This design comes from an exercise in tuning for small area and a short achievable clock period on the open sky130 flow, not from production work. At most, simulation tests tie the RTL to the original design; equivalence was not proved. For run 4, only the layout was checked, not whether the RTL still works. Power is estimated from default activity; no workload was simulated.

==> design.v <==
module fifo_sync #(
  parameter int WIDTH = 32,
  parameter int DEPTH = 16
)(
  input  logic              clk,
  input  logic              rst_n,
  input  logic              in_valid,
  output logic              in_ready,
  input  logic [WIDTH-1:0]  in_data,
  output logic              out_valid,
  input  logic              out_ready,
  output logic [WIDTH-1:0]  out_data,
  output logic              full,
  output logic              empty,
  output logic [$clog2(DEPTH+1)-1:0] count
);
  localparam int CW = $clog2(DEPTH+1);
  localparam int NS = DEPTH - 1;           
  logic [WIDTH-1:0] mem [NS];
  logic [WIDTH-1:0] head;
  logic [NS-1:0]    woh;                   
  logic             woh_n0;                
  logic [NS-1:1]    woh_hi;
  assign woh = {woh_hi, ~woh_n0};
  logic [NS-1:0]    roh;                   
  logic             roh_n0;                
  logic [NS-1:1]    roh_hi;
  assign roh = {roh_hi, ~roh_n0};
  logic [CW-1:0]    cnt;
  logic             full_r, vld_r, ge2_r;   
  logic push, pop, ram_push, ram_pop, head_en;
  assign push     = in_valid & ~full_r;
  assign pop      = out_ready & vld_r;
  assign ram_push = push & vld_r & ~(~ge2_r & out_ready);
  assign ram_pop  = out_ready & ge2_r;
  assign head_en  = ~vld_r | out_ready;
  logic [NS-1:0] wsel, rsel;
  assign wsel = woh & {NS{~full_r}};
  assign rsel = roh & {NS{ge2_r}};
  for (genvar g = 0; g < NS; g++) begin : slot
    logic [WIDTH-1:0] q;
    always_ff @(posedge clk) begin
      if (wsel[g]) q <= in_data;
    end
    assign mem[g] = q;
  end
  logic [WIDTH-1:0] head_d;
  always_comb begin
    head_d = ({WIDTH{~head_en}} & head) |
             ({WIDTH{head_en & ~ge2_r}} & in_data);
    for (int i = 0; i < NS; i++)
      head_d = head_d | ({WIDTH{head_en & rsel[i]}} & mem[i]);
  end
  always_ff @(posedge clk) begin
    head <= head_d;
  end
  always_ff @(posedge clk or negedge rst_n) begin
    if (!rst_n) begin
      woh_n0 <= 1'b0;
      woh_hi <= '0;
      roh_n0 <= 1'b0;
      roh_hi <= '0;
    end else begin
      if (ram_push) begin
        woh_n0 <= ~woh[NS-1];
        woh_hi <= woh[NS-2:0];
      end
      if (ram_pop) begin
        roh_n0 <= ~roh[NS-1];
        roh_hi <= roh[NS-2:0];
      end
    end
  end
  logic [CW-1:0] cnt_inc, cnt_dec, cnt_d;
  logic          is1, is15, ge3;
  assign cnt_inc = cnt + 1'b1;
  assign cnt_dec = cnt - 1'b1;
  assign is1     = (cnt == 1);
  assign is15    = (cnt == DEPTH - 1);
  assign ge3     = (cnt >= 3);
  logic full_d, vld_d, ge2_d;
  always_comb begin
    cnt_d  = cnt;
    full_d = full_r;
    vld_d  = vld_r;
    ge2_d  = ge2_r;
    if (push & ~pop) begin
      cnt_d  = cnt_inc;
      full_d = is15;
      vld_d  = 1'b1;
      ge2_d  = vld_r;
    end else if (pop & ~push) begin
      cnt_d  = cnt_dec;
      full_d = 1'b0;
      vld_d  = ~is1;
      ge2_d  = ge3;
    end
  end
  logic vld_o, nvld_o, full_o, nfull_o;
  always_ff @(posedge clk or negedge rst_n) begin
    if (!rst_n) begin
      vld_o   <= 1'b0;
      nvld_o  <= 1'b0;
      full_o  <= 1'b0;
      nfull_o <= 1'b0;
    end else begin
      vld_o   <= push | (vld_r & ~(pop & is1));
      nvld_o  <= push ? 1'b1 : (pop ? ~is1 : vld_r);
      full_o  <= ~pop & (full_r | (push & is15));
      nfull_o <= pop ? 1'b0 : (push ? is15 : full_r);
    end
  end
  always_ff @(posedge clk or negedge rst_n) begin
    if (!rst_n) begin
      cnt    <= '0;
      full_r <= 1'b0;
      vld_r  <= 1'b0;
      ge2_r  <= 1'b0;
    end else begin
      cnt    <= cnt_d;
      full_r <= full_d;
      vld_r  <= vld_d;
      ge2_r  <= ge2_d;
    end
  end
  assign out_data  = head;
  assign count     = cnt;
  assign full      = full_o;
  assign empty     = ~nvld_o;
  assign in_ready  = ~nfull_o;
  assign out_valid = vld_o;
endmodule
==> run.sh <==
#!/bin/bash
# synth_recipe.tcl (not shown) runs the flow's synth.tcl, then flattens the netlist and writes it again
# the make line also repeats each setting of config.mk as NAME=value (left out here)
make -C /OpenROAD-flow-scripts/flow DESIGN_CONFIG=/design/flow/config.mk WORK_HOME=/design/flow/orfs CLKGATE_MAP_FILE= SYNTH_SCRIPT=/design/flow/synth_recipe.tcl finish
==> config.mk <==
export PLATFORM = sky130hd
export DESIGN_NAME = fifo_sync
export DESIGN_NICKNAME = fifo_sync
export VERILOG_FILES = /design/flow/design.v
export SDC_FILE = /design/flow/constraint.sdc
export NUM_CORES = 4
export LEC_CHECK = 0
export CAP_MARGIN = 20
export CORE_MARGIN = 2
export CORE_UTILIZATION = 55
export CTS_CLUSTER_DIAMETER = 100
export CTS_CLUSTER_SIZE = 24
export GPL_TIMING_DRIVEN = 1
export SETUP_SLACK_MARGIN = 1.9
export SLEW_MARGIN = 20
==> constraint.sdc <==
create_clock -name core_clock -period 3.8 [get_ports {clk}]
set_input_delay 0.7600 -clock core_clock [delete_from_list [all_inputs] [get_ports {clk}]]
set_output_delay 0.7600 -clock core_clock [all_outputs]
set_load 0.01 [all_outputs]
==> impl_summary.txt, run 1 <==
----------------------------------------------------
[Min path]
  Class of the most critical hold timing path ... in2async

[Yosys]
  Cell type contributing the most total cell area after synthesis ... sky130_fd_sc_hd__edfxtp_1
  Yosys top cell area share ... 71.2%
  Post-synthesis instance total ... 1197
  Top FF cell, synth ... sky130_fd_sc_hd__edfxtp_1
  Number of enable flip-flop cells after synthesis ... 480
  Synth top area cells ... sky130_fd_sc_hd__edfxtp_1 (71%), sky130_fd_sc_hd__a22oi_1 (5.4%), sky130_fd_sc_hd__dfrtp_1 (5.2%)
  Post-synthesis register bit count ... between 500 and 600
  Leading post-synthesis cells by instance count ... sky130_fd_sc_hd__edfxtp_1 (480), sky130_fd_sc_hd__a22oi_1 (146), sky130_fd_sc_hd__nand2_1 (122)
  Mean post-synth cell area ... around 17 um2
  Synth Warn # ... 2
  Synth Cell Area ... 0.0203 mm2
  Post-synthesis cell type count ... between 40 and 50
  Share of flip-flops with an asynchronous set or reset ... 7.58%
  Portion of the post-synthesis area used by sequential elements ... 79.5%
  Synthesized Nets ... 1238
  Cell with the most instances after synthesis ... sky130_fd_sc_hd__edfxtp_1

[Worst setup path]
  Worst Setup Start Kind ... flop
  Arrival time worst endpoint ... 1.14 ns
  Class of the most critical setup path ... reg2out
  Max stage delay on crit path ... 0.43 ns
  Max FO, Critical Path ... 3
  Logic depth of the worst setup path including buffers ... 1
  Number of buffer and inverter stages on the critical path ... 1
  Critical-path cell with the highest stage delay ... sky130_fd_sc_hd__dfrtp_2
  Category of cells accounting for the largest share of critical-path delay ... flip-flops
  Depth of the worst register-to-register path ... 3
  Critical-path cell list ... clkbuf_2
  Type of destination of the critical path ... primary output
  CP required ... 3.04 ns

[STA]
  Number of failing setup endpoints in the final timing report ... 0
  Worst Setup Slack, final ... 1.90 ns
  Crit share post-route ... about half
  Final-report hold violation count ... 0
  Final TNS setup ... 0 ns
  Transition time at the pin with the least slew margin ... between 0.9 and 1 ns
  Worst slew margin relative to its limit ... 36.4%
  Final Critical Period ... between 1.5 and 2 ns
  Max Freq ... roughly 0.53 GHz
  Largest clock skew in the final design ... 0.0300 ns
  Slew Viols, Final ... 0
  Setup repair after global routing missed its margin ... yes

[Floorplan]
  Number of rows in the core area ... 70
  Floorplan Core Area ... 0.0364 mm2
  Total Die Area ... 0.0384 mm2
  Effective utilization at floorplan ... 55.6%
  Number of placed I/O pins ... between 70 and 80
  Chip height ... 196 um
  Die width ... 196 um

[Clocking]
  Clock insertion delay at the later pin of the skew report ... 0.58 ns
  Count of hold buffers inserted by post-cts repair ... 0
  TritonCTS clock tree ... done
  Number of buffers on the longest clock path ... 3
  CTS buffer count ... 27
  Sinks on the clock net ... 554
  Clock transition at the registers of the reported paths ... about 0.1 ns
  Depth of the CTS H-tree ... 1
  Root Driver ... sky130_fd_sc_hd__clkbuf_16

[Detailed routing]
  Per-cell via count in the routed design ... 6.44
  DR pass1 iterations ... 8
  Wire length reported by the detailed router ... 52600 um
  ANT nets after route ... 0
  Total number of vias ... 11.5k
  Average detailed-routed wire length per instance ... 29.4 um
  DRC marker count from the first detailed-route iteration ... roughly 1.2k
  Count of unresolved DRC violations after routing ... 0

[Placement]
  Pre-CTS setup slack ... 1.07 ns
  Global placement routability congestion ... roughly 0.75
  Port Buffer Count ... 76
  Half-perimeter wire length of the detailed placement result ... 26700 um

[Global route]
  Pin count of the biggest net entering global routing ... 43
  Total gr overflow ... 0
  Number of global-route vias before repair ... 11.4k
  Number of antenna violations at the first check in global routing ... 1
  Global-route wire length before repair ... 76200 um
  GRT Resource Usage Total ... 27.7%

[Layout]
  Area grow syn2layout ... 12.6%
  Fin nets ... 1341
  Share of post-route cells with drive strength above 1 ... 19.9%
  Count of antenna diodes in the layout ... 0

[Run]
  Max-Cap Viols ... 0

[Power]
  Power density relative to cell area ... 832 mW/mm2
  Cell leakage power ... 7.89 nW
  Maximum vdd drop ... 0.921 mV

[Outcome]
  Outcome ... finished clean

----------------------------------------------------
report_power, final:
part	switching, W	leakage [nW]	internal, W
registers	0.00105	5.32	0.00896
logic	0.00374	2.21	0.00202
clock network	0.00183	0.367	0.00136
total	0.00663	7.89	0.0123
repair_timing:
item,4_1_cts,5_1_grt
pin swaps,0,1
gates resized for setup,216,23
setup endpoints to repair,526,55
buffers inserted,28,7
gates cloned,1,0
cell usage in the layout (no fill, tap or decap), types with 19 or more instances in the layout:
cell,n
sky130_fd_sc_hd__edfxtp_1,480
sky130_fd_sc_hd__a22oi_1,146
sky130_fd_sc_hd__nand2_1,122
sky130_fd_sc_hd__buf_4,60
sky130_fd_sc_hd__o21ai_0,51
sky130_fd_sc_hd__buf_2,39
sky130_fd_sc_hd__clkdlybuf4s50_1,33
sky130_fd_sc_hd__a22o_1,32
sky130_fd_sc_hd__a221o_1,30
sky130_fd_sc_hd__dfxtp_2,29
sky130_fd_sc_hd__nand3_1,28
sky130_fd_sc_hd__clkbuf_16,27
sky130_fd_sc_hd__mux2_2,26
sky130_fd_sc_hd__dfrtp_1,25
sky130_fd_sc_hd__clkbuf_1,19
registers in the layout (all words and copies together) (netlist names), 5 cells and up:
signal and count:
cnt 5, head 32, roh_hi 14, slot.q 480, woh_hi 14
cell type report:
| type | count | area (um2) |
|---|---|---|
| sequential | 554 | 16200 |
| fill | 2653 | 13600 |
| multi-input combinational | 558 | 3950 |
| timing repair buffer | 152 | 1260 |
| clock buffer | 46 | 747 |
| tap | 468 | 586 |
| clock inverter | 1 | 30.0 |
| inverter | 7 | 30.0 |
metrics by stage:
step	hold slack [ns]	instance area [um2]	util, %	instances	total power (W)
after detailed placement	0.441	21700	59.6	1703	0.0155
after CTS	0.344	22800	62.5	1779	0.0190
after global placement	0.435	21700	59.6	1703	0.0154
after global routing	0.399	22800	62.6	1786	0.0198
after floorplan	0.444	20300	-	1197	0.0128
final	0.325	22800	62.6	1786	0.0190
per-layer routing:
metal,vias to the layer above,track usage (%),part of all wire [%]
li1,4972,-,-
met1,6002,40.4,42
met2,451,44.7,48
met3,82,3.56,7.3
met4,2,7.38,2.6
met5,-,0,0.021
final timing paths:
check,slack [ns],start,to
worst max-delay path,1.90,cnt[0],count[0]
worst min-delay path,0.33,rst_n,cnt[2]
worst max register to register,1.92,full_r,slot[10].q[12]
worst min register to register,0.44,head[8],head[8]
max in group asynchronous,2.77,rst_n,roh_hi[1]
min in group core_clock,0.44,head[8],head[8]
kinds of logic after synthesis:
logic type | synth area share [%]
AO/OA/AOI/OAI | 11.2
XOR/XNOR | 0.173
adder cells (fa/ha/maj) | 0.309
buffers and inverters | 2.00
flip-flops | 79.5
multiplexers | 1.50
AND/OR/NAND/NOR | 5.28
==> run 2: changes to the inputs <==
--- a/config.mk
+++ b/config.mk
@@ -10,6 +10,5 @@
 export CORE_UTILIZATION = 55
 export CTS_CLUSTER_DIAMETER = 100
 export CTS_CLUSTER_SIZE = 24
-export GPL_TIMING_DRIVEN = 1
 export SETUP_SLACK_MARGIN = 1.9
 export SLEW_MARGIN = 20
==> run 2 against run 1 <==
Effect of this change: still clean; sequential share of layout area stayed put; clock-buffer cell count stayed put; synthesized cell count stayed put; final cell count stayed put; sequential cell count stayed put; routed wire length stayed put; utilization stayed put; critical path type unchanged; highest routed layer unchanged.
==> impl_summary.txt, run 2 <==
----------------------------------------------------
[Clocking]
  Depth of the CTS H-tree ... 1
  Clock transition at the registers of the reported paths ... ~0.1 ns
  TritonCTS clock tree ... done
  CTS buffer count ... 27
  Sinks on the clock net ... 554
  Count of hold buffers inserted by post-cts repair ... 0
  Clock insertion delay at the later pin of the skew report ... a little under 0.6 ns
  Root Driver ... sky130_fd_sc_hd__clkbuf_16
  Number of buffers on the longest clock path ... 3

[Layout]
  Count of antenna diodes in the layout ... 0
  Register with the most flip-flops ... slot.q
  Area grow syn2layout ... 12.6%
  Top library cells by usage in the layout, fill and taps aside ... sky130_fd_sc_hd__edfxtp_1 (480), sky130_fd_sc_hd__a22oi_1 (146), sky130_fd_sc_hd__nand2_1 (122)
  Commonest non-fill, non-tap cell in the layout ... sky130_fd_sc_hd__edfxtp_1
  Flip-flop count of the largest register after layout ... 480
  Share of post-route cells with drive strength above 1 ... ~20%
  Fin nets ... 1341
  Largest registers ... slot.q: 480 flops, head: 32 flops

[Power]
  Sequential group share of total power ... 52.8%
  Cell leakage power ... 7.89 nW
  Comb pwr share ... 30.4%
  Switching power total ... 0.00663 W
  Switching power as a share of total power ... between 30% and 40%
  Share of power burned in the clock network ... between 10% and 20%
  Power density relative to cell area ... ~830 mW/mm2
  Int Pwr ... 0.0123 W
  Maximum vdd drop ... 0.921 mV

[Floorplan]
  Number of placed I/O pins ... 77
  Chip height ... 196 um
  Effective utilization at floorplan ... 55.6%
  Total Die Area ... about 0.038 mm2
  Floorplan Core Area ... 0.0364 mm2
  Die width ... 196 um
  Number of rows in the core area ... 70

[STA]
  Slew Viols, Final ... 0
  Crit share post-route ... 50.0%
  Setup repair after global routing missed its margin ... yes
  Largest clock skew in the final design ... between 0.03 and 0.04 ns
  Worst Setup Slack, final ... between 1.5 and 2 ns
  Worst slew margin relative to its limit ... a little over a third
  Max Freq ... 0.526 GHz
  Number of failing setup endpoints in the final timing report ... 0
  Final Critical Period ... approximately 1.9 ns
  Transition time at the pin with the least slew margin ... roughly 0.95 ns
  Final TNS setup ... 0 ns
  Final-report hold violation count ... 0

[Global route]
  Global-route wire length before repair ... around 76000 um
  Number of antenna violations at the first check in global routing ... 1
  GRT Resource Usage Total ... 27.7%
  Total gr overflow ... 0
  Pin count of the biggest net entering global routing ... 43
  Number of global-route vias before repair ... roughly 11k

[Run]
  Max-Cap Viols ... 0

[Yosys]
  Top FF cell, synth ... sky130_fd_sc_hd__edfxtp_1
  Portion of the post-synthesis area used by sequential elements ... 79.5%
  Post-synthesis instance total ... approximately 1.2k
  Number of enable flip-flop cells after synthesis ... 480
  Leading post-synthesis cells by instance count ... sky130_fd_sc_hd__edfxtp_1 (480), sky130_fd_sc_hd__a22oi_1 (146), sky130_fd_sc_hd__nand2_1 (122)
  Synth Warn # ... 2
  Share of flip-flops with an asynchronous set or reset ... 7.58%
  Cell with the most instances after synthesis ... sky130_fd_sc_hd__edfxtp_1
  Post-synthesis register bit count ... 554
  Synthesized Nets ... 1238
  Synth top area cells ... sky130_fd_sc_hd__edfxtp_1 (71%), sky130_fd_sc_hd__a22oi_1 (5.4%), sky130_fd_sc_hd__dfrtp_1 (5.2%)
  Mean post-synth cell area ... 16.9 um2
  Synth Cell Area ... 0.0203 mm2
  Cell type contributing the most total cell area after synthesis ... sky130_fd_sc_hd__edfxtp_1
  Post-synthesis cell type count ... 44
  Yosys top cell area share ... 71.2%

[Worst setup path]
  Critical-path cell with the highest stage delay ... sky130_fd_sc_hd__dfrtp_2
  Number of buffer and inverter stages on the critical path ... 1
  Category of cells accounting for the largest share of critical-path delay ... flip-flops
  Arrival time worst endpoint ... 1.14 ns
  Class of the most critical setup path ... reg2out
  CP required ... a little over 3 ns
  Type of destination of the critical path ... primary output
  Max FO, Critical Path ... 3
  Critical-path cell list ... clkbuf_2
  Max stage delay on crit path ... roughly 0.43 ns
  Worst Setup Start Kind ... flop

[Placement]
  Port Buffer Count ... 76
  Pre-CTS setup slack ... 1.07 ns
  Global placement routability congestion ... 0.745
  Half-perimeter wire length of the detailed placement result ... 26700 um

[Detailed routing]
  Per-cell via count in the routed design ... 6.44
  Count of unresolved DRC violations after routing ... 0
  Total number of vias ... 11.5k
  DR pass1 iterations ... 8
  Average detailed-routed wire length per instance ... 29.4 um
  Wire length reported by the detailed router ... roughly 53000 um
  ANT nets after route ... 0
  DRC marker count from the first detailed-route iteration ... 1189

[Min path]
  Class of the most critical hold timing path ... in2async

[Outcome]
  Outcome ... finished clean

----------------------------------------------------
## run 2: logic make-up (layout without fill, tap and decap cells)
| family | after synthesis | count (layout) | synth area share, % |
|---|---|---|---|
| compound gates | 307 | 307 | 11.2 |
| mux | 27 | 27 | 1.50 |
| fa+ha+maj | 5 | 5 | 0.309 |
| flops | 554 | 554 | 79.5 |
| simple gates | 214 | 215 | 5.28 |
| xor+xnor | 4 | 4 | 0.173 |
| buf+inv | 86 | 206 | 2.00 |
## run 2: layout make-up
class / instances / area (um2)
clock buffers: 46 / 747
clock inverters: 1 / 30.0
fillers: 2653 / 13600
inverters: 7 / 30.0
multi-input cells: 558 / 3950
flip-flops and latches: 554 / 16200
well taps: 468 / 586
repair buffers: 152 / 1260
## run 2: path summary, 6_finish.rpt
kind / start / endpoint / slack, ns / cells past startpoint
worst min-delay path: rst_n / cnt[2] / 0.33 / 1
worst min register to register: head[8] / head[8] / 0.44 / 2
worst max register to register: full_r / slot[10].q[12] / 1.92 / 3
min in group core_clock: head[8] / head[8] / 0.44 / 2
worst max-delay path: cnt[0] / count[0] / 1.90 / 1
max in group asynchronous: rst_n / roh_hi[1] / 2.77 / 1
## run 2: power by group through the flow
stage / registers [W] / clock network, W / logic, W
2_1_floorplan: 0.00956 / 0 / 0.00322
3_3_place_gp: 0.0103 / 0 / 0.00514
3_5_place_dp: 0.0103 / 0 / 0.00518
4_1_cts: 0.0101 / 0.00324 / 0.00565
5_1_grt: 0.0102 / 0.00342 / 0.00618
6_report: 0.0100 / 0.00319 / 0.00576
## run 2: stage by stage
step / cell area [um2] / util [%] / power [W] / hold slack, ns / cells
global route: 22800 / 62.6 / 0.0198 / 0.399 / 1786
detailed placement: 21700 / 59.6 / 0.0155 / 0.441 / 1703
finish: 22800 / 62.6 / 0.0190 / 0.325 / 1786
CTS: 22800 / 62.5 / 0.0190 / 0.344 / 1779
floorplan: 20300 / - / 0.0128 / 0.444 / 1197
global placement: 21700 / 59.6 / 0.0154 / 0.435 / 1703
## run 2: per-layer routing
metal	part of all wire [%]	vias to the layer above	global-route usage (%)
li1	-	4972	-
met2	48	451	44.7
met5	0.021	-	0
met3	7.3	82	3.56
met4	2.6	2	7.38
met1	42	6002	40.4
## run 2: what timing repair did
action / in CTS / in global routing
setup buffers: 28 / 7
resized for setup: 216 / 23
pin swaps: 0 / 1
cloned: 1 / 0
setup endpoints to repair: 526 / 55
==> run 3: changes to the inputs <==
--- a/config.mk
+++ b/config.mk
@@ -8,6 +8,7 @@
 export CAP_MARGIN = 20
 export CORE_MARGIN = 2
 export CORE_UTILIZATION = 55
+export CTS_BUF_LIST = sky130_fd_sc_hd__clkbuf_8 sky130_fd_sc_hd__clkbuf_16
 export CTS_CLUSTER_DIAMETER = 100
 export CTS_CLUSTER_SIZE = 24
 export SETUP_SLACK_MARGIN = 1.9
==> run 3 against run 2 <==
Effect of this change: routed wire length decreased by 0.13%; first-iteration DRC count decreased by 0.50%; setup slack got worse by 0.00052 ns; highest routed layer unchanged; critical endpoint unchanged; final cell count unchanged; critical path type unchanged; largest power group unchanged; cell area unchanged; power decreased by 0.27%.
==> impl_summary.txt, run 3 <==
----------------------------------------------------
[Yosys]
  Synth Cell Area ... a little over 0.02 mm2
  Top FF cell, synth ... sky130_fd_sc_hd__edfxtp_1
  Portion of the post-synthesis area used by sequential elements ... 79.5%
  Synth top area cells ... sky130_fd_sc_hd__edfxtp_1 (71%), sky130_fd_sc_hd__a22oi_1 (5.4%), sky130_fd_sc_hd__dfrtp_1 (5.2%)
  Cell with the most instances after synthesis ... sky130_fd_sc_hd__edfxtp_1
  Synth Warn # ... 2
  Leading post-synthesis cells by instance count ... sky130_fd_sc_hd__edfxtp_1 (480), sky130_fd_sc_hd__a22oi_1 (146), sky130_fd_sc_hd__nand2_1 (122)
  Cell type contributing the most total cell area after synthesis ... sky130_fd_sc_hd__edfxtp_1
  Yosys top cell area share ... 71.2%
  Share of flip-flops with an asynchronous set or reset ... 7.58%
  Synthesized Nets ... 1238
  Post-synthesis instance total ... 1197
  Number of enable flip-flop cells after synthesis ... 480
  Post-synthesis register bit count ... 554
  Post-synthesis cell type count ... 44
  Mean post-synth cell area ... 16.9 um2

[Clocking]
  Clock transition at the registers of the reported paths ... 0.10 ns
  Clock insertion delay at the later pin of the skew report ... 0.58 ns
  Sinks on the clock net ... 554
  Root Driver ... sky130_fd_sc_hd__clkbuf_16
  Depth of the CTS H-tree ... 1
  CTS buffer count ... 27
  Number of buffers on the longest clock path ... 3
  Count of hold buffers inserted by post-cts repair ... 0
  TritonCTS clock tree ... done

[Placement]
  Half-perimeter wire length of the detailed placement result ... 26700 um
  Instance count after placement with tap cells included ... 1703
  Port Buffer Count ... 76
  Global placement routability congestion ... roughly 0.75

[Layout]
  Share of post-route cells with drive strength above 1 ... 19.9%
  Register with the most flip-flops ... slot.q
  Fin nets ... 1341
  Largest registers ... slot.q: 480 flops, head: 32 flops
  Core occupancy in the finished layout ... between 60% and 70%
  Number of inserted filler cells in the final layout ... 2659
  Commonest non-fill, non-tap cell in the layout ... sky130_fd_sc_hd__edfxtp_1
  Count of antenna diodes in the layout ... 0
  Area grow syn2layout ... 12.6%
  Top library cells by usage in the layout, fill and taps aside ... sky130_fd_sc_hd__edfxtp_1 (480), sky130_fd_sc_hd__a22oi_1 (146), sky130_fd_sc_hd__nand2_1 (122)
  Non-filler cells in the finished layout ... 1786
  Flip-flop count of the largest register after layout ... 480

[Worst setup path]
  Category of cells accounting for the largest share of critical-path delay ... flip-flops
  Class of the most critical setup path ... reg2out
  Critical-path cell list ... clkbuf_2
  Arrival time worst endpoint ... 1.14 ns
  Logic depth of the worst setup path including buffers ... 1
  Depth of the worst register-to-register path ... 3
  Max stage delay on crit path ... 0.43 ns
  Worst Setup Start Kind ... flop
  Type of destination of the critical path ... primary output
  Max FO, Critical Path ... 3
  Critical-path cell with the highest stage delay ... sky130_fd_sc_hd__dfrtp_2
  Number of buffer and inverter stages on the critical path ... 1
  CP required ... 3.04 ns

[Global route]
  GRT Resource Usage Total ... 27.6%
  Global-route wire length before repair ... around 76000 um
  Number of antenna violations at the first check in global routing ... 1
  Met1 Track Usage GR ... 40.5%
  Pin count of the biggest net entering global routing ... 43
  Total gr overflow ... 0
  Number of global-route vias before repair ... between 10k and 15k
  Layer carrying the most global-route usage ... met2
  Met2 track demand over resource in global routing ... 44.5%
  Met3 track utilization from global routing ... 3.39%

[STA]
  Worst slew margin relative to its limit ... 36.2%
  Final TNS setup ... 0 ns
  Slew Viols, Final ... 0
  Number of failing setup endpoints in the final timing report ... 0
  Final-report hold violation count ... 0
  Largest clock skew in the final design ... 0.0282 ns
  Final Critical Period ... 1.90 ns
  Max Freq ... 0.526 GHz
  Crit share post-route ... 50.0%
  Transition time at the pin with the least slew margin ... around 0.96 ns
  Hold Worst Slack ... 0.327 ns
  Setup repair after global routing missed its margin ... yes

[Detailed routing]
  Total number of vias ... 11.5k
  DRC marker count from the first detailed-route iteration ... 1183
  Wire length reported by the detailed router ... 52500 um
  Per-cell via count in the routed design ... around 6.5
  DR pass1 iterations ... 7
  Count of unresolved DRC violations after routing ... 0
  ANT nets after route ... 0
  Average detailed-routed wire length per instance ... 29.4 um

[Floorplan]
  Number of rows in the core area ... 70
  Chip height ... 196 um
  Number of placed I/O pins ... 77
  Die width ... 196 um
  Floorplan Core Area ... roughly 0.036 mm2
  Total Die Area ... approximately 0.038 mm2
  Effective utilization at floorplan ... 55.6%

[Power]
  Cell leakage power ... 7.97 nW
  Total power ... 0.0189 W
  Power density relative to cell area ... 829 mW/mm2
  Maximum vdd drop ... between 0.9 and 1 mV

[Outcome]
  Outcome ... finished clean

[Run]
  Max-Cap Viols ... 0

[Min path]
  Class of the most critical hold timing path ... in2async

----------------------------------------------------
run 3: worst paths after layout:
check | startpoint | endpoint | slack (ns)
max in group asynchronous | rst_n | roh_hi[12] | 2.77
min in group core_clock | head[10] | head[10] | 0.44
min reg2reg | head[10] | head[10] | 0.44
min | rst_n | cnt[2] | 0.33
max reg2reg | full_r | slot[10].q[20] | 1.92
max | cnt[0] | count[0] | 1.90
run 3: where the power goes:
part / switching, W / total (W) / internal (W)
logic: 0.00374 / 0.00576 / 0.00202
clock network: 0.00184 / 0.00315 / 0.00131
registers: 0.00106 / 0.0100 / 0.00896
total: 0.00663 / 0.0189 / 0.0123
run 3: logic make-up (layout without fill, tap and decap cells):
family          Yosys count  after routing  synth area share (%)
simple gates            214            215                  5.28
mux                      27             27                  1.50
flops                   554            554                  79.5
compound gates          307            307                  11.2
buf+inv                  86            206                  2.00
xor+xnor                  4              4                 0.173
fa+ha+maj                 5              5                 0.309
run 3: area by class of cell:
type	count	area (um2)	share of cell area [%]
clock buffers	27	676	2.96
repair buffers	152	1260	5.54
multi-input cells	558	3950	17.3
clock inverters	20	101	0.444
inverters	7	30.0	0.132
flip-flops and latches	554	16200	71.0
well taps	468	586	2.57
run 3: through the flow:
| stage | instance area, um2 | setup WS (ns) |
|---|---|---|
| 2_1_floorplan | 20300 | 1.47 |
| 3_3_place_gp | 21700 | 1.11 |
| 3_5_place_dp | 21700 | 1.07 |
| 4_1_cts | 22700 | 1.72 |
| 5_1_grt | 22800 | 1.87 |
| 6_report | 22800 | 1.90 |
run 3: repair_timing:
action / 4_1_cts / 5_1_grt
resized for setup: 216 / 23
setup endpoints to repair: 526 / 69
pin swaps: 0 / 1
gates cloned: 1 / 0
setup buffers: 25 / 10
run 3: layer usage:
| layer | part of all wire, % | routed length, um |
|---|---|---|
| met3 | 7.4 | 3910 |
| met1 | 42 | 22100 |
| met5 | 0.021 | 11 |
| met4 | 2.8 | 1460 |
| met2 | 48 | 25000 |
==> run 4: changes to the inputs <==
--- a/design.v
+++ b/design.v
@@ -18,10 +18,10 @@
   localparam int NS = DEPTH - 1;           
   logic [WIDTH-1:0] mem [NS];
   logic [WIDTH-1:0] head;
-  logic [NS-1:0]    woh;                   
-  logic             woh_n0;                
-  logic [NS-1:1]    woh_hi;
-  assign woh = {woh_hi, ~woh_n0};
+  logic [NS-1:0]    wsel;                  
+  logic             wsel_n0;               
+  logic [NS-1:1]    wsel_hi;
+  assign wsel = {wsel_hi, ~wsel_n0};
   logic [NS-1:0]    roh;                   
   logic             roh_n0;                
   logic [NS-1:1]    roh_hi;
@@ -34,8 +34,7 @@
   assign ram_push = push & vld_r & ~(~ge2_r & out_ready);
   assign ram_pop  = out_ready & ge2_r;
   assign head_en  = ~vld_r | out_ready;
-  logic [NS-1:0] wsel, rsel;
-  assign wsel = woh & {NS{~full_r}};
+  logic [NS-1:0] rsel;
   assign rsel = roh & {NS{ge2_r}};
   for (genvar g = 0; g < NS; g++) begin : slot
     logic [WIDTH-1:0] q;
@@ -56,15 +55,9 @@
   end
   always_ff @(posedge clk or negedge rst_n) begin
     if (!rst_n) begin
-      woh_n0 <= 1'b0;
-      woh_hi <= '0;
       roh_n0 <= 1'b0;
       roh_hi <= '0;
     end else begin
-      if (ram_push) begin
-        woh_n0 <= ~woh[NS-1];
-        woh_hi <= woh[NS-2:0];
-      end
       if (ram_pop) begin
         roh_n0 <= ~roh[NS-1];
         roh_hi <= roh[NS-2:0];
@@ -123,6 +116,18 @@
       ge2_r  <= ge2_d;
     end
   end
+  logic [NS-1:0] wcur, wnext;
+  assign wcur  = full_r ? roh : wsel;
+  assign wnext = (ram_push ? {wcur[NS-2:0], wcur[NS-1]} : wcur) & {NS{~full_d}};
+  always_ff @(posedge clk or negedge rst_n) begin
+    if (!rst_n) begin
+      wsel_n0 <= 1'b0;
+      wsel_hi <= '0;
+    end else begin
+      wsel_n0 <= ~wnext[0];
+      wsel_hi <= wnext[NS-1:1];
+    end
+  end
   assign out_data  = head;
   assign count     = cnt;
   assign full      = full_o;
--- a/config.mk
+++ b/config.mk
@@ -8,7 +8,6 @@
 export CAP_MARGIN = 20
 export CORE_MARGIN = 2
 export CORE_UTILIZATION = 55
-export CTS_BUF_LIST = sky130_fd_sc_hd__clkbuf_8 sky130_fd_sc_hd__clkbuf_16
 export CTS_CLUSTER_DIAMETER = 100
 export CTS_CLUSTER_SIZE = 24
 export SETUP_SLACK_MARGIN = 1.9
==> run 4 against run 3 <==
Effect of this change: non-clock buffer count down 25; die area up 1.8%; worst hold slack better by 0.0078 ns; via count down 1.5%; still clean on timing, DRC and antenna; routed wire length down 2.0%; synthesized cell count down 4.1%; sequential cell count unchanged; clock skew about the same; fmax up 0.74%; highest routed layer is now met4; largest power group unchanged; critical endpoint is now count[3].
==> impl_summary.txt, run 4 <==
----------------------------------------------------
[Run]
  Max-Cap Viols ... 0

[STA]
  Hold Worst Slack ... 0.335 ns
  Final TNS setup ... 0 ns
  Crit share post-route ... between 40% and 50%
  Worst slew margin relative to its limit ... approximately a quarter
  Final-report hold violation count ... 0
  Slew Viols, Final ... 0
  Largest clock skew in the final design ... 0.0287 ns
  Setup repair after global routing missed its margin ... yes
  Number of failing setup endpoints in the final timing report ... 0
  Final Critical Period ... roughly 1.9 ns
  Transition time at the pin with the least slew margin ... 1.12 ns
  Max Freq ... 0.530 GHz

[Layout]
  Sequential cell area ... 0.0162 mm2
  Fin nets ... 1265
  Number of inserted filler cells in the final layout ... 2678
  Commonest non-fill, non-tap cell in the layout ... sky130_fd_sc_hd__edfxtp_1
  Area taken by multi-input logic gates ... between 0.004 and 0.005 mm2
  Top library cells by usage in the layout, fill and taps aside ... sky130_fd_sc_hd__edfxtp_1 (480), sky130_fd_sc_hd__a221oi_1 (74), sky130_fd_sc_hd__a22o_1 (66)
  Flip-flop count of the largest register after layout ... 480
  Share of post-route cells with drive strength above 1 ... 21.6%
  Largest registers ... slot.q: 480 flops, head: 32 flops
  Count of antenna diodes in the layout ... 0
  Non-filler cells in the finished layout ... 1711
  Layout Cell Area excl Fill ... between 0.02 and 0.025 mm2
  Register with the most flip-flops ... slot.q
  Area grow syn2layout ... 10.4%

[Yosys]
  Cell type contributing the most total cell area after synthesis ... sky130_fd_sc_hd__edfxtp_1
  Number of enable flip-flop cells after synthesis ... 480
  Post-synthesis instance total ... 1148
  Synthesized Nets ... 1190
  Cell with the most instances after synthesis ... sky130_fd_sc_hd__edfxtp_1
  Leading post-synthesis cells by instance count ... sky130_fd_sc_hd__edfxtp_1 (480), sky130_fd_sc_hd__a221oi_1 (75), sky130_fd_sc_hd__a22o_1 (66)
  Post-synthesis register bit count ... 554
  Top FF cell, synth ... sky130_fd_sc_hd__edfxtp_1
  Synth top area cells ... sky130_fd_sc_hd__edfxtp_1 (70%), sky130_fd_sc_hd__dfrtp_1 (5.1%), sky130_fd_sc_hd__a221oi_1 (3.2%)
  Share of flip-flops with an asynchronous set or reset ... around 7.6%
  Mean post-synth cell area ... ~18 um2
  Yosys top cell area share ... 69.9%
  Synth Warn # ... 2
  Synth Cell Area ... 0.0206 mm2
  Post-synthesis cell type count ... 51
  Portion of the post-synthesis area used by sequential elements ... 78.1%

[Placement]
  Global placement routability congestion ... between 0.7 and 0.8
  Half-perimeter wire length of the detailed placement result ... 26700 um
  Port Buffer Count ... 76
  Placed Instance Area ... 0.0217 mm2
  Instance count after placement with tap cells included ... 1630

[Clocking]
  Sinks on the clock net ... 554
  Count of hold buffers inserted by post-cts repair ... 0
  Number of buffers on the longest clock path ... 3
  Depth of the CTS H-tree ... 1
  CTS buffer count ... 27
  TritonCTS clock tree ... done
  Root Driver ... sky130_fd_sc_hd__clkbuf_16
  Clock insertion delay at the later pin of the skew report ... a little under 0.6 ns
  Clock transition at the registers of the reported paths ... 0.10 ns

[Global route]
  GRT Resource Usage Total ... 26.4%
  Layer carrying the most global-route usage ... met2
  Met2 track demand over resource in global routing ... 42.3%
  Number of antenna violations at the first check in global routing ... 0
  Met1 Track Usage GR ... ~40%
  Total gr overflow ... 0
  Met3 track utilization from global routing ... 3.06%
  Pin count of the biggest net entering global routing ... 43
  Global-route wire length before repair ... ~74000 um
  Number of global-route vias before repair ... between 10k and 15k

[Floorplan]
  Die width ... approximately 200 um
  Floorplan Core Area ... 0.0368 mm2
  Number of rows in the core area ... 70
  Number of placed I/O pins ... 77
  Chip height ... ~200 um
  Total Die Area ... 0.0391 mm2
  Effective utilization at floorplan ... 56.1%

[Worst setup path]
  Category of cells accounting for the largest share of critical-path delay ... flip-flops
  Max FO, Critical Path ... 2
  Critical-path cell list ... buf_6
  Number of buffer and inverter stages on the critical path ... 1
  CP required ... 3.04 ns
  Source of the worst register-to-register timing path ... roh_hi[3]
  Minimum setup slack among reg-to-reg paths ... 1.96 ns
  Worst Setup Start Kind ... flop
  Type of destination of the critical path ... primary output
  Launching instance or port of the critical path ... cnt[3]
  Class of the most critical setup path ... reg2out
  Arrival time worst endpoint ... 1.13 ns
  Critical-path cell with the highest stage delay ... sky130_fd_sc_hd__dfrtp_2
  Max stage delay on crit path ... about 0.43 ns

[Detailed routing]
  DRC marker count from the first detailed-route iteration ... between 1k and 1.5k
  DR pass1 iterations ... 6
  ANT nets after route ... 0
  Count of unresolved DRC violations after routing ... 0
  Wire length reported by the detailed router ... 51400 um
  Total number of vias ... around 11k
  Per-cell via count in the routed design ... 6.64
  Average detailed-routed wire length per instance ... 30.1 um

[Power]
  Share of power burned in the clock network ... 17.0%
  Switching power as a share of total power ... a little over a third
  Comb pwr share ... approximately a quarter
  Int Pwr ... 0.0122 W
  Maximum vdd drop ... 0.610 mV
  Total power ... 0.0189 W
  Sequential group share of total power ... 58.4%
  Cell leakage power ... roughly 7.6 nW
  Switching power total ... 0.00663 W
  Power density relative to cell area ... between 800 and 900 mW/mm2

[Min path]
  Class of the most critical hold timing path ... in2async

[Outcome]
  Outcome ... finished clean

----------------------------------------------------
[run 4: worst register-to-register path, cell delays in order (launching register included)]
cell and delay, ns:
sky130_fd_sc_hd__dfrtp_2 0.62, sky130_fd_sc_hd__buf_4 0.36, sky130_fd_sc_hd__a221oi_1 0.39, sky130_fd_sc_hd__and3_1 0.23
sky130_fd_sc_hd__o221ai_1 0.11
[run 4: what timing repair did]
action,4_1_cts,5_1_grt
gates resized for setup,225,26
pin swaps,1,0
setup endpoints to repair,91,41
buffers inserted,20,10
gates cloned,1,1
[run 4: worst paths after layout]
| kind | endpoint | depth (start not counted) |
|---|---|---|
| worst max-delay path | count[3] | 1 |
| worst min-delay path | cnt[2] | 1 |
| worst max register to register | head[20] | 4 |
| worst min register to register | head[23] | 2 |
| max in group asynchronous | wsel_hi[7] | 1 |
| min in group core_clock | head[23] | 2 |
[run 4: per-stage QoR]
step           worst slack, ns  util, %
6_report                  1.91     61.9
5_1_grt                   1.85     61.9
4_1_cts                   1.75     61.3
3_5_place_dp             0.884     59.0
3_3_place_gp             0.940     59.0
2_1_floorplan             1.87        -
[run 4: metal layers]
layer  up-vias  routed length [um]
li1       4903                   -
met1      5943               22200
met2       464               24500
met3        53                3940
met4         0                 860
met5         -                   0
[run 4: final cells by class]
| cell class | instances | area share (%) |
|---|---|---|
| Multi-Input combinational cell | 499 | 18.0 |
| Timing Repair Buffer | 127 | 4.41 |
| Tap cell | 468 | 2.57 |
| Sequential cell | 554 | 71.3 |
| Clock buffer | 48 | 3.31 |
| Inverter | 12 | 0.253 |
| Clock inverter | 1 | 0.132 |
| Timing Repair inverter | 2 | 0.0550 |
[run 4: kinds of logic after synthesis]
group           Yosys count  synth area share, %
mux                      16                0.855
buf+inv                  95                 2.61
compound gates          327                 14.2
flops                   554                 78.1
fa+ha+maj                 6                0.364
xor+xnor                  4                0.170
simple gates            146                 3.71
[run 4: power by group through the flow]
stage / Sequential [W] / Clock (W) / Combinational [W]
2_1_floorplan: 0.00999 / 0 / 0.00298
3_3_place_gp: 0.0113 / 0 / 0.00421
5_1_grt: 0.0112 / 0.00344 / 0.00504
6_report: 0.0110 / 0.00320 / 0.00466
4_1_cts: 0.0112 / 0.00325 / 0.00435
3_5_place_dp: 0.0113 / 0 / 0.00424
==> run 5: changes to the inputs <==
--- a/design.v
+++ b/design.v
@@ -128,8 +128,16 @@
       wsel_hi <= wnext[NS-1:1];
     end
   end
+  logic [CW-1:0] cnt_o;
+  logic          up, dn;
+  assign up = push & ~pop;
+  assign dn = pop & ~push;
+  always_ff @(posedge clk or negedge rst_n) begin
+    if (!rst_n) cnt_o <= '0;
+    else        cnt_o <= cnt + {{(CW-1){dn}}, up | dn};
+  end
   assign out_data  = head;
-  assign count     = cnt;
+  assign count     = cnt_o;
   assign full      = full_o;
   assign empty     = ~nvld_o;
   assign in_ready  = ~nfull_o;
==> run 5 against run 4 <==
Effect of this change: routed wire length is 3.9% higher; utilization is 0.37 points lower; clock power hardly changed; register-to-register slack got worse by 0.02 ns; non-clock buffer count down 10; global-route usage increased by 1.2 points; sequential share of layout area increased by 0.94 points; die area up 0.14%; setup slack improved by 0.0098 ns; critical path type unchanged; largest cell class unchanged.
==> impl_summary.txt, run 5 <==
----------------------------------------------------
[Floorplan]
  Number of rows in the core area ... 70
  Floorplan Core Area ... 0.0368 mm2
  Chip height ... roughly 200 um
  Number of placed I/O pins ... 77
  Total Die Area ... between 0.03 and 0.04 mm2
  Effective utilization at floorplan ... a little under three fifths
  Die width ... 198 um

[Run]
  Max-Cap Viols ... 0

[Clocking]
  TritonCTS clock tree ... done
  Depth of the CTS H-tree ... 1
  Root Driver ... sky130_fd_sc_hd__clkbuf_16
  Clock insertion delay at the later pin of the skew report ... 0.58 ns
  Clock transition at the registers of the reported paths ... 0.09 ns
  Sinks on the clock net ... 559
  Number of buffers on the longest clock path ... 3
  Count of hold buffers inserted by post-cts repair ... 0
  CTS buffer count ... 27

[Power]
  Maximum vdd drop ... approximately 0.6 mV
  Cell leakage power ... 7.64 nW
  Power density relative to cell area ... 829 mW/mm2

[STA]
  Slew Viols, Final ... 0
  Transition time at the pin with the least slew margin ... 1.05 ns
  Final-report hold violation count ... 0
  Crit share post-route ... 49.4%
  Final TNS setup ... 0 ns
  Number of failing setup endpoints in the final timing report ... 0
  Max Freq ... 0.533 GHz
  Worst slew margin relative to its limit ... roughly 30%
  Largest clock skew in the final design ... ~0.015 ns
  Final Critical Period ... between 1.5 and 2 ns
  Setup repair after global routing missed its margin ... yes
  Hold Worst Slack ... 0.184 ns

[Layout]
  Largest registers ... slot.q: 480 flops, head: 32 flops
  Count of antenna diodes in the layout ... 0
  Area grow syn2layout ... 9.54%
  Top library cells by usage in the layout, fill and taps aside ... sky130_fd_sc_hd__edfxtp_1 (480), sky130_fd_sc_hd__a22oi_1 (121), sky130_fd_sc_hd__nand2_1 (49)
  Fin nets ... about 1.3k
  Core occupancy in the finished layout ... 61.5%
  Share of post-route cells with drive strength above 1 ... 16.8%
  Flip-flop count of the largest register after layout ... 480
  Commonest non-fill, non-tap cell in the layout ... sky130_fd_sc_hd__edfxtp_1
  Register with the most flip-flops ... slot.q

[Worst setup path]
  Class of the most critical setup path ... reg2out
  CP required ... roughly 3.0 ns
  Minimum setup slack among reg-to-reg paths ... around 1.9 ns
  Type of destination of the critical path ... primary output
  Max FO, Critical Path ... 1
  Source of the worst register-to-register timing path ... roh_hi[7]
  Worst Setup Start Kind ... flop
  Depth of the worst register-to-register path ... 5
  Reg-to-reg critical path endpoint ... head[28]
  Arrival time worst endpoint ... 1.12 ns

[Min path]
  Class of the most critical hold timing path ... in2async

[Yosys]
  Post-synthesis register bit count ... 559
  Share of flip-flops with an asynchronous set or reset ... 8.41%
  Synth Warn # ... 2
  Number of enable flip-flop cells after synthesis ... 480
  Synth Cell Area ... 0.0207 mm2
  Leading post-synthesis cells by instance count ... sky130_fd_sc_hd__edfxtp_1 (480), sky130_fd_sc_hd__a22oi_1 (121), sky130_fd_sc_hd__nand2_1 (50)
  Cell type contributing the most total cell area after synthesis ... sky130_fd_sc_hd__edfxtp_1
  Mean post-synth cell area ... 17.1 um2
  Portion of the post-synthesis area used by sequential elements ... 78.6%
  Yosys top cell area share ... 69.8%
  Synthesized Nets ... 1258
  Cell with the most instances after synthesis ... sky130_fd_sc_hd__edfxtp_1
  Top FF cell, synth ... sky130_fd_sc_hd__edfxtp_1
  Post-synthesis instance total ... 1211
  Synth top area cells ... sky130_fd_sc_hd__edfxtp_1 (70%), sky130_fd_sc_hd__dfrtp_1 (5.7%), sky130_fd_sc_hd__a22oi_1 (4.4%)
  Post-synthesis cell type count ... 51

[Detailed routing]
  ANT nets after route ... 0
  Average detailed-routed wire length per instance ... between 30 and 40 um
  Wire length reported by the detailed router ... 53400 um
  Per-cell via count in the routed design ... 6.65
  Count of unresolved DRC violations after routing ... 0
  DR pass1 iterations ... 6
  DRC marker count from the first detailed-route iteration ... 1288
  Total number of vias ... ~12k

[Global route]
  Number of global-route vias before repair ... ~11k
  Pin count of the biggest net entering global routing ... 48
  Total gr overflow ... 0
  Global-route wire length before repair ... 76700 um
  GRT Resource Usage Total ... 27.6%
  Number of antenna violations at the first check in global routing ... 0

[Placement]
  Half-perimeter wire length of the detailed placement result ... 26500 um
  Global placement routability congestion ... roughly 0.75
  Port Buffer Count ... 76

[Outcome]
  Outcome ... finished clean

----------------------------------------------------
run 5: cell types whose count changed after synthesis, moves of 16 or more:
| cell | change |
|---|---|
| sky130_fd_sc_hd__o21ai_1 | +27 |
| sky130_fd_sc_hd__a221oi_1 | -42 |
| sky130_fd_sc_hd__o21ai_0 | +17 |
| sky130_fd_sc_hd__nand4_1 | +16 |
| sky130_fd_sc_hd__a22o_1 | -19 |
| sky130_fd_sc_hd__and2_1 | -19 |
| sky130_fd_sc_hd__o21bai_1 | -20 |
| sky130_fd_sc_hd__a22oi_1 | +82 |
| sky130_fd_sc_hd__and3_1 | -17 |
run 5: layout make-up:
| cell class | count | area, um2 |
|---|---|---|
| sequential | 559 | 16300 |
| clock inverter | 2 | 28.8 |
| tap | 468 | 586 |
| multi-input combinational | 540 | 3910 |
| clock buffer | 47 | 751 |
| timing repair buffer | 117 | 892 |
| inverter | 29 | 116 |
| fill | 2745 | 14200 |
run 5: worst max path at each step:
| stage | from | endpoint | slack, ns | depth (start not counted) |
|---|---|---|---|---|
| after detailed placement | out_ready | wsel_hi[1] | 0.75 | 8 |
| after global placement | out_ready | wsel_hi[1] | 0.86 | 8 |
| after global routing | cnt[0] | wsel_hi[11] | 1.87 | 7 |
| after floorplan | in_valid | cnt_o[4] | 1.53 | 11 |
| after CTS | nvld_o | empty | 1.90 | 2 |
| final | nvld_o | empty | 1.92 | 2 |
run 5: power breakdown:
part           switching, W  internal, W
registers           0.00216      0.00887
logic               0.00276      0.00175
clock network       0.00185      0.00137
total               0.00677       0.0120
run 5: layer usage:
layer | wire length [um] | global-route usage, % | share of wire [%] | vias up
met5 | 0 | 0 | 0 | -
met4 | 1010 | 5.40 | 1.9 | 0
met3 | 4240 | 3.27 | 7.9 | 70
met2 | 24500 | 42.5 | 46 | 536
met1 | 23600 | 43.0 | 44 | 6106
li1 | - | - | - | 4998
run 5: logic make-up after synthesis:
| family | after synthesis | share of synthesized area (%) |
|---|---|---|
| xor+xnor | 8 | 0.339 |
| flops | 559 | 78.6 |
| fa+ha+maj | 11 | 0.703 |
| buf+inv | 112 | 2.88 |
| compound gates | 357 | 13.3 |
| mux | 17 | 0.902 |
| simple gates | 147 | 3.34 |
run 5: through the flow:
step,instances,setup slack (ns),power (W),area [um2]
2_1_floorplan,1211,1.53,0.0129,20700
3_5_place_dp,1695,0.746,0.0156,21800
5_1_grt,1762,1.87,0.0196,22600
4_1_cts,1755,1.90,0.0187,22500
3_3_place_gp,1695,0.864,0.0155,21800
6_report,1762,1.92,0.0188,22600
run 5: critical path, cell delays in order (launching register included):
cell and delay (ns):
sky130_fd_sc_hd__dfrtp_1 0.37, sky130_fd_sc_hd__inv_1 0.05, sky130_fd_sc_hd__buf_2 0.12
run 5: timing repair:
action                     in CTS  in global routing
setup endpoints to repair     108                 30
pin swaps                       2                  2
resized for setup             222                 14
setup buffers                  11                  5
==> run 6: changes to the inputs <==
--- a/config.mk
+++ b/config.mk
@@ -7,7 +7,7 @@
 export LEC_CHECK = 0
 export CAP_MARGIN = 20
 export CORE_MARGIN = 2
-export CORE_UTILIZATION = 55
+export CORE_UTILIZATION = 60
 export CTS_CLUSTER_DIAMETER = 100
 export CTS_CLUSTER_SIZE = 24
 export SETUP_SLACK_MARGIN = 1.9
==> run 6 against run 5 <==
Effect of this change: synthesized area stayed put; sequential cell count stayed put; sequential power is essentially flat; power is 0.35% higher; utilization up 5.7 points; die area down 8.2%; setup slack improved by 0.0011 ns; via count is 1.3% higher; largest power group unchanged; clock skew up 0.0021 ns; critical path type unchanged; final cell count decreased by 0.51%; critical path depth unchanged.
==> impl_summary.txt, run 6 <==
----------------------------------------------------
[Outcome]
  Outcome ... finished clean

[Placement]
  Half-perimeter wire length of the detailed placement result ... 28000 um
  Pre-CTS setup slack ... 0.712 ns
  Port Buffer Count ... 76
  Instance count after placement with tap cells included ... about 1.7k
  Global placement routability congestion ... 0.763

[Yosys]
  Cell type contributing the most total cell area after synthesis ... sky130_fd_sc_hd__edfxtp_1
  Top FF cell, synth ... sky130_fd_sc_hd__edfxtp_1
  Mean post-synth cell area ... 17.1 um2
  Post-synthesis instance total ... 1211
  Synth top area cells ... sky130_fd_sc_hd__edfxtp_1 (70%), sky130_fd_sc_hd__dfrtp_1 (5.7%), sky130_fd_sc_hd__a22oi_1 (4.4%)
  Synthesized Nets ... roughly 1.3k
  Cell with the most instances after synthesis ... sky130_fd_sc_hd__edfxtp_1
  Synth Cell Area ... 0.0207 mm2
  Post-synthesis register bit count ... 559
  Number of enable flip-flop cells after synthesis ... 480
  Post-synthesis cell type count ... 51
  Portion of the post-synthesis area used by sequential elements ... 78.6%
  Yosys top cell area share ... 69.8%
  Share of flip-flops with an asynchronous set or reset ... roughly 8.4%
  Synth Warn # ... 2
  Leading post-synthesis cells by instance count ... sky130_fd_sc_hd__edfxtp_1 (480), sky130_fd_sc_hd__a22oi_1 (121), sky130_fd_sc_hd__nand2_1 (50)

[Power]
  Sequential group share of total power ... 57.5%
  Comb pwr share ... 25.6%
  Total power ... ~0.019 W
  Switching power as a share of total power ... 36.0%
  Int Pwr ... between 0.01 and 0.015 W
  Share of power burned in the clock network ... 16.9%
  Switching power total ... 0.00678 W
  Maximum vdd drop ... 0.622 mV
  Cell leakage power ... 7.69 nW
  Power density relative to cell area ... 830 mW/mm2

[Detailed routing]
  Total number of vias ... 11.9k
  Per-cell via count in the routed design ... around 6.8
  M1 WL ... 22200 um
  Met2 layer wire length in the routed design ... 25100 um
  ANT nets after route ... 0
  DR pass1 iterations ... 5
  Count of unresolved DRC violations after routing ... 0
  Average detailed-routed wire length per instance ... 30.3 um
  Length of routed met3 wiring ... 4560 um
  Highest metal layer used by the detailed router ... met4
  Wire length reported by the detailed router ... 53100 um
  DRC marker count from the first detailed-route iteration ... 1542

[Layout]
  Top library cells by usage in the layout, fill and taps aside ... sky130_fd_sc_hd__edfxtp_1 (480), sky130_fd_sc_hd__a22oi_1 (121), sky130_fd_sc_hd__nand2_1 (49), sky130_fd_sc_hd__buf_4 (49), sky130_fd_sc_hd__a22o_1 (47)
  Count of antenna diodes in the layout ... 0
  Area grow syn2layout ... 9.72%
  Register with the most flip-flops ... slot.q
  Non-filler cells in the finished layout ... 1753
  Share of post-route cells with drive strength above 1 ... ~18%
  Largest registers ... slot.q: 480 flops, head: 32 flops
  Number of inserted filler cells in the final layout ... 2358
  Commonest non-fill, non-tap cell in the layout ... sky130_fd_sc_hd__edfxtp_1
  Fin nets ... roughly 1.3k
  Flip-flop count of the largest register after layout ... 480

[Clocking]
  TritonCTS clock tree ... done
  Sinks on the clock net ... 559
  Depth of the CTS H-tree ... 1
  Clock insertion delay at the later pin of the skew report ... a little under 0.6 ns
  CTS buffer count ... 27
  Clock transition at the registers of the reported paths ... 0.09 ns
  Number of buffers on the longest clock path ... 3
  Root Driver ... sky130_fd_sc_hd__clkbuf_16

[Global route]
  Total gr overflow ... 0
  Number of antenna violations at the first check in global routing ... 0
  Pin count of the biggest net entering global routing ... 48
  Global-route wire length before repair ... 77200 um
  Number of global-route vias before repair ... 11.5k
  GRT Resource Usage Total ... 30.0%

[STA]
  Transition time at the pin with the least slew margin ... 1.17 ns
  Final TNS setup ... 0 ns
  Crit share post-route ... 49.4%
  Max Freq ... about 0.53 GHz
  Worst slew margin relative to its limit ... 22.3%
  Final-report hold violation count ... 0
  Setup repair after global routing missed its margin ... yes
  Number of failing setup endpoints in the final timing report ... 0
  Worst Setup Slack, final ... 1.92 ns
  Final Critical Period ... around 1.9 ns
  Largest clock skew in the final design ... 0.0175 ns
  Slew Viols, Final ... 0

[Worst setup path]
  Worst Setup Start Kind ... flop
  Arrival time worst endpoint ... 1.12 ns
  Max FO, Critical Path ... 1
  Type of destination of the critical path ... primary output
  Source of the worst register-to-register timing path ... full_r
  Class of the most critical setup path ... reg2out
  Launching instance or port of the critical path ... nvld_o
  CP required ... between 3 and 4 ns
  Minimum setup slack among reg-to-reg paths ... 1.95 ns

[Floorplan]
  Number of placed I/O pins ... 77
  Die width ... 190 um
  Floorplan Core Area ... between 0.03 and 0.04 mm2
  Chip height ... 190 um
  Total Die Area ... 0.0359 mm2
  Number of rows in the core area ... 67
  Effective utilization at floorplan ... 61.3%

[Min path]
  Class of the most critical hold timing path ... in2async

[Run]
  Max-Cap Viols ... 0

----------------------------------------------------
## run 6: power groups by stage
stage / combinational (W) / clock [W] / sequential, W
2_1_floorplan: 0.00293 / 0 / 0.0100
3_3_place_gp: 0.00464 / 0 / 0.0109
3_5_place_dp: 0.00470 / 0 / 0.0110
4_1_cts: 0.00473 / 0.00323 / 0.0108
5_1_grt: 0.00519 / 0.00341 / 0.0110
6_report: 0.00481 / 0.00319 / 0.0108
## run 6: metrics by stage
| stage | cell area (um2) | util (%) | hold WS, ns |
|---|---|---|---|
| finish | 22700 | 67.3 | 0.178 |
| global route | 22700 | 67.3 | 0.228 |
| CTS | 22600 | 67.1 | 0.391 |
| detailed placement | 21800 | 64.7 | 0.477 |
| global placement | 21800 | 64.7 | 0.463 |
| floorplan | 20700 | - | 0.464 |
## run 6: path summary, 6_finish.rpt
check / to / cells past startpoint
setup reg to reg: cnt_o[4] / 10
min in group core_clock: head[2] / 2
hold / removal: cnt_o[0] / 1
setup / recovery: empty / 2
hold reg to reg: head[2] / 2
max in group asynchronous: roh_hi[4] / 1
## run 6: cells by family (layout without fill, tap and decap cells)
logic type	Yosys count	count (layout)	synth area share, %
simple gates	147	147	3.34
flops	559	559	78.6
buf+inv	112	206	2.88
fa+ha+maj	11	11	0.703
compound gates	357	357	13.3
xor+xnor	8	8	0.339
mux	17	17	0.902
## run 6: what timing repair did
action | 4_1_cts | 5_1_grt
setup endpoints to repair | 91 | 34
hold endpoints to repair | 0 | 0
gates cloned | 0 | 1
hold buffers | 0 | 0
pin swaps | 3 | 1
setup buffers | 15 | 6
resized for setup | 216 | 24
## run 6: final cells by class
class / instances / area, um2 / share of cell area [%]
flip-flops and latches: 559 / 16300 / 72.1
multi-input cells: 540 / 3910 / 17.2
repair buffers: 131 / 986 / 4.35
clock buffers: 45 / 743 / 3.28
well taps: 448 / 561 / 2.47
inverters: 29 / 114 / 0.502
clock inverters: 1 / 20.0 / 0.0883
## run 6: critical path, cell delays in order, from the launching register on
cell	delay [ns]
sky130_fd_sc_hd__dfrtp_1	0.38
sky130_fd_sc_hd__inv_1	0.04
sky130_fd_sc_hd__buf_2	0.12
## run 6: metal layers
| metal | up-vias | track usage, % |
|---|---|---|
| met5 | - | 0 |
| met4 | 0 | 6.26 |
| met3 | 80 | 3.52 |
| met2 | 614 | 48.1 |
| met1 | 6132 | 45.4 |
| li1 | 5033 | - |
==> run 7: changes to the inputs <==
--- a/config.mk
+++ b/config.mk
@@ -7,8 +7,8 @@
 export LEC_CHECK = 0
 export CAP_MARGIN = 20
 export CORE_MARGIN = 2
-export CORE_UTILIZATION = 60
+export CORE_UTILIZATION = 55
 export CTS_CLUSTER_DIAMETER = 100
-export CTS_CLUSTER_SIZE = 24
-export SETUP_SLACK_MARGIN = 1.9
+export CTS_CLUSTER_SIZE = 28
+export SETUP_SLACK_MARGIN = 1.95
 export SLEW_MARGIN = 20
==> run 7 against run 6 <==
Effect of this change: synthesized cell count unchanged; worst hold slack improved by 0.00075 ns; still clean on timing, DRC and antenna; clock skew barely moved; combinational power is 11% higher; routed wire length increased by 2.4%; critical path type unchanged; sequential cell count unchanged; global-route usage shrank 2.0 points; largest power group unchanged.
==> impl_summary.txt, run 7 <==
----------------------------------------------------
[Outcome]
  Outcome ... finished clean

[Layout]
  Largest registers ... slot.q: 480 flops, head: 32 flops
  Count of antenna diodes in the layout ... 0
  Sequential cell area ... approximately 0.016 mm2
  Fin nets ... 1336
  Number of inserted filler cells in the final layout ... 2743
  Commonest non-fill, non-tap cell in the layout ... sky130_fd_sc_hd__edfxtp_1
  Flip-flop count of the largest register after layout ... 480
  Register with the most flip-flops ... slot.q
  Area taken by multi-input logic gates ... about 0.004 mm2
  Area grow syn2layout ... 10.2%
  Share of post-route cells with drive strength above 1 ... 17.4%
  Top library cells by usage in the layout, fill and taps aside ... sky130_fd_sc_hd__edfxtp_1 (480), sky130_fd_sc_hd__a22oi_1 (121), sky130_fd_sc_hd__nand2_1 (49), sky130_fd_sc_hd__buf_4 (49), sky130_fd_sc_hd__a22o_1 (47)
  Core occupancy in the finished layout ... 61.9%
  Non-filler cells in the finished layout ... 1773

[Yosys]
  Post-synthesis register bit count ... about 560
  Synth top area cells ... sky130_fd_sc_hd__edfxtp_1 (70%), sky130_fd_sc_hd__dfrtp_1 (5.7%), sky130_fd_sc_hd__a22oi_1 (4.4%)
  Share of flip-flops with an asynchronous set or reset ... 8.41%
  Top FF cell, synth ... sky130_fd_sc_hd__edfxtp_1
  Portion of the post-synthesis area used by sequential elements ... about four fifths
  Synth Warn # ... 2
  Cell type contributing the most total cell area after synthesis ... sky130_fd_sc_hd__edfxtp_1
  Leading post-synthesis cells by instance count ... sky130_fd_sc_hd__edfxtp_1 (480), sky130_fd_sc_hd__a22oi_1 (121), sky130_fd_sc_hd__nand2_1 (50)
  Cell with the most instances after synthesis ... sky130_fd_sc_hd__edfxtp_1
  Synth Cell Area ... 0.0207 mm2
  Synthesized Nets ... 1258
  Post-synthesis instance total ... roughly 1.2k
  Mean post-synth cell area ... 17.1 um2
  Post-synthesis cell type count ... 51
  Yosys top cell area share ... about 70%
  Number of enable flip-flop cells after synthesis ... 480

[Placement]
  Port Buffer Count ... 76
  Global placement routability congestion ... slightly below 0.8
  Pre-CTS setup slack ... 0.810 ns
  Instance count after placement with tap cells included ... about 1.7k
  Half-perimeter wire length of the detailed placement result ... 27700 um

[Detailed routing]
  DR pass1 iterations ... 5
  Count of unresolved DRC violations after routing ... 0
  Average detailed-routed wire length per instance ... 30.7 um
  Wire length reported by the detailed router ... 54400 um
  ANT nets after route ... 0
  Per-cell via count in the routed design ... 6.70
  DRC marker count from the first detailed-route iteration ... ~1.5k
  Total number of vias ... 11.9k

[STA]
  Max Freq ... about 0.53 GHz
  Worst Setup Slack, final ... roughly 1.9 ns
  Final Critical Period ... 1.88 ns
  Final-report hold violation count ... 0
  Crit share post-route ... 49.6%
  Transition time at the pin with the least slew margin ... 1.17 ns
  Setup repair after global routing missed its margin ... yes
  Number of failing setup endpoints in the final timing report ... 0
  Final TNS setup ... 0 ns
  Slew Viols, Final ... 0
  Worst slew margin relative to its limit ... between 20% and 30%
  Largest clock skew in the final design ... 0.0176 ns

[Worst setup path]
  Class of the most critical setup path ... reg2out
  Source of the worst register-to-register timing path ... full_r
  CP required ... 3.04 ns
  Type of destination of the critical path ... primary output
  Worst Setup Start Kind ... flop
  Launching instance or port of the critical path ... nfull_o
  Max FO, Critical Path ... 1
  Arrival time worst endpoint ... 1.12 ns

[Global route]
  Global-route wire length before repair ... between 70000 and 80000 um
  GRT Resource Usage Total ... 28.0%
  Number of antenna violations at the first check in global routing ... 0
  Total gr overflow ... 0
  Pin count of the biggest net entering global routing ... 48
  Number of global-route vias before repair ... 11.2k

[Clocking]
  Depth of the CTS H-tree ... 1
  Root Driver ... sky130_fd_sc_hd__clkbuf_16
  Sinks on the clock net ... 559
  Clock transition at the registers of the reported paths ... 0.11 ns
  Count of hold buffers inserted by post-cts repair ... 0
  Number of buffers on the longest clock path ... 3
  TritonCTS clock tree ... done
  CTS buffer count ... 23
  Clock insertion delay at the later pin of the skew report ... 0.57 ns

[Power]
  Cell leakage power ... 7.72 nW
  Total power ... between 0.015 and 0.02 W
  Maximum vdd drop ... 0.518 mV
  Power density relative to cell area ... 828 mW/mm2

[Floorplan]
  Effective utilization at floorplan ... 56.2%
  Number of rows in the core area ... 70
  Chip height ... 198 um
  Number of placed I/O pins ... 77
  Floorplan Core Area ... 0.0368 mm2
  Die width ... 198 um
  Total Die Area ... 0.0391 mm2

[Run]
  Max-Cap Viols ... 0

[Min path]
  Class of the most critical hold timing path ... in2async

----------------------------------------------------
[run 7: worst paths after layout]
check / end / slack, ns / cells past startpoint
max in group asynchronous: roh_hi[8] / 3.13 / 1
hold / removal: cnt_o[4] / 0.18 / 1
hold reg to reg: head[25] / 0.48 / 1
setup / recovery: in_ready / 1.92 / 2
min in group core_clock: head[25] / 0.48 / 1
setup reg to reg: cnt_o[4] / 1.98 / 10
[run 7: critical path, stage by stage, from the launching register on]
cell and delay, ns:
sky130_fd_sc_hd__dfrtp_1 0.39, sky130_fd_sc_hd__inv_1 0.05, sky130_fd_sc_hd__buf_2 0.11
[run 7: report_power, final]
group          internal (W)  leakage [nW]  switching [W]
logic               0.00200          2.06        0.00336
registers           0.00887          5.35        0.00169
clock network       0.00117         0.305        0.00177
total                0.0120          7.72        0.00682
[run 7: through the flow]
| stage | hold slack [ns] | instance area [um2] |
|---|---|---|
| 3_3_place_gp | 0.462 | 21800 |
| 3_5_place_dp | 0.468 | 21800 |
| 2_1_floorplan | 0.464 | 20700 |
| 6_report | 0.179 | 22800 |
| 5_1_grt | 0.209 | 22800 |
| 4_1_cts | 0.391 | 22600 |
[run 7: what timing repair did]
item,in CTS,in global routing
buffers inserted,16,11
pin swaps,3,5
cloned,0,1
gates resized for setup,227,20
setup endpoints to repair,94,49
[run 7: cell families after synthesis]
| logic type | share of synthesized area (%) |
|---|---|
| fa+ha+maj | 0.703 |
| buf+inv | 2.88 |
| flops | 78.6 |
| xor+xnor | 0.339 |
| simple gates | 3.34 |
| mux | 0.902 |
| compound gates | 13.3 |
[run 7: area by class of cell]
class	instances	share of cell area (%)
flip-flops and latches	559	71.8
clock buffers	41	2.82
well taps	468	2.57
inverters	29	0.511
repair buffers	136	5.19
multi-input cells	540	17.1
[run 7: routing by layer]
| metal | track usage [%] | up-vias | wire, um | share of wire (%) |
|---|---|---|---|---|
| met4 | 4.76 | 0 | 979 | 1.8 |
| met5 | 0 | - | 0 | 0 |
| met3 | 3.61 | 61 | 5000 | 9.2 |
| li1 | - | 5031 | - | - |
| met1 | 42.3 | 6190 | 23100 | 42 |
| met2 | 44.7 | 591 | 25400 | 47 |

==> port drivers added, routing unchanged <==
The flow's constraints put no driver on any port. The routed layouts listed below were extracted and timed again, unchanged, in two steps. Step 1 assumes that a clkbuf_16 drives the clock port and a buf_2 every other input. Step 2 moves the port delays by t, midway between the first and last clock arrival at a register: inputs arrive t later, outputs are due t later. That takes back most of the time a late clock gives input paths. Slacks: ideal / step 1 / step 2; pairs: ideal / step 1.
| run | t (ns) | setup WS [ns] | worst setup path at the end | pins driven straight from the clock port |
|---|---|---|---|---|
| run 1 | 0.618 | 1.900 / 1.847 / 1.362 | input to register | 1 |
| run 2 | 0.618 | 1.900 / 1.847 / 1.362 | input to register | 1 |
| run 3 | 0.619 | 1.900 / 1.845 / 1.363 | input to register | 1 |
| run 4 | 0.615 | 1.914 / 1.860 / 1.353 | input to register | 1 |
| run 5 | 0.626 | 1.923 / 1.870 / 1.383 | input to register | 1 |
| run 6 | 0.629 | 1.925 / 1.866 / 1.341 | input to register | 1 |
| run 7 | 0.615 | 1.916 / 1.859 / 1.398 | input to register | 1 |
After both steps every run listed still meets setup and hold. The setup slack of run 6, which loses most, moves by -0.059 ns with the drivers and by -0.584 ns with both steps.
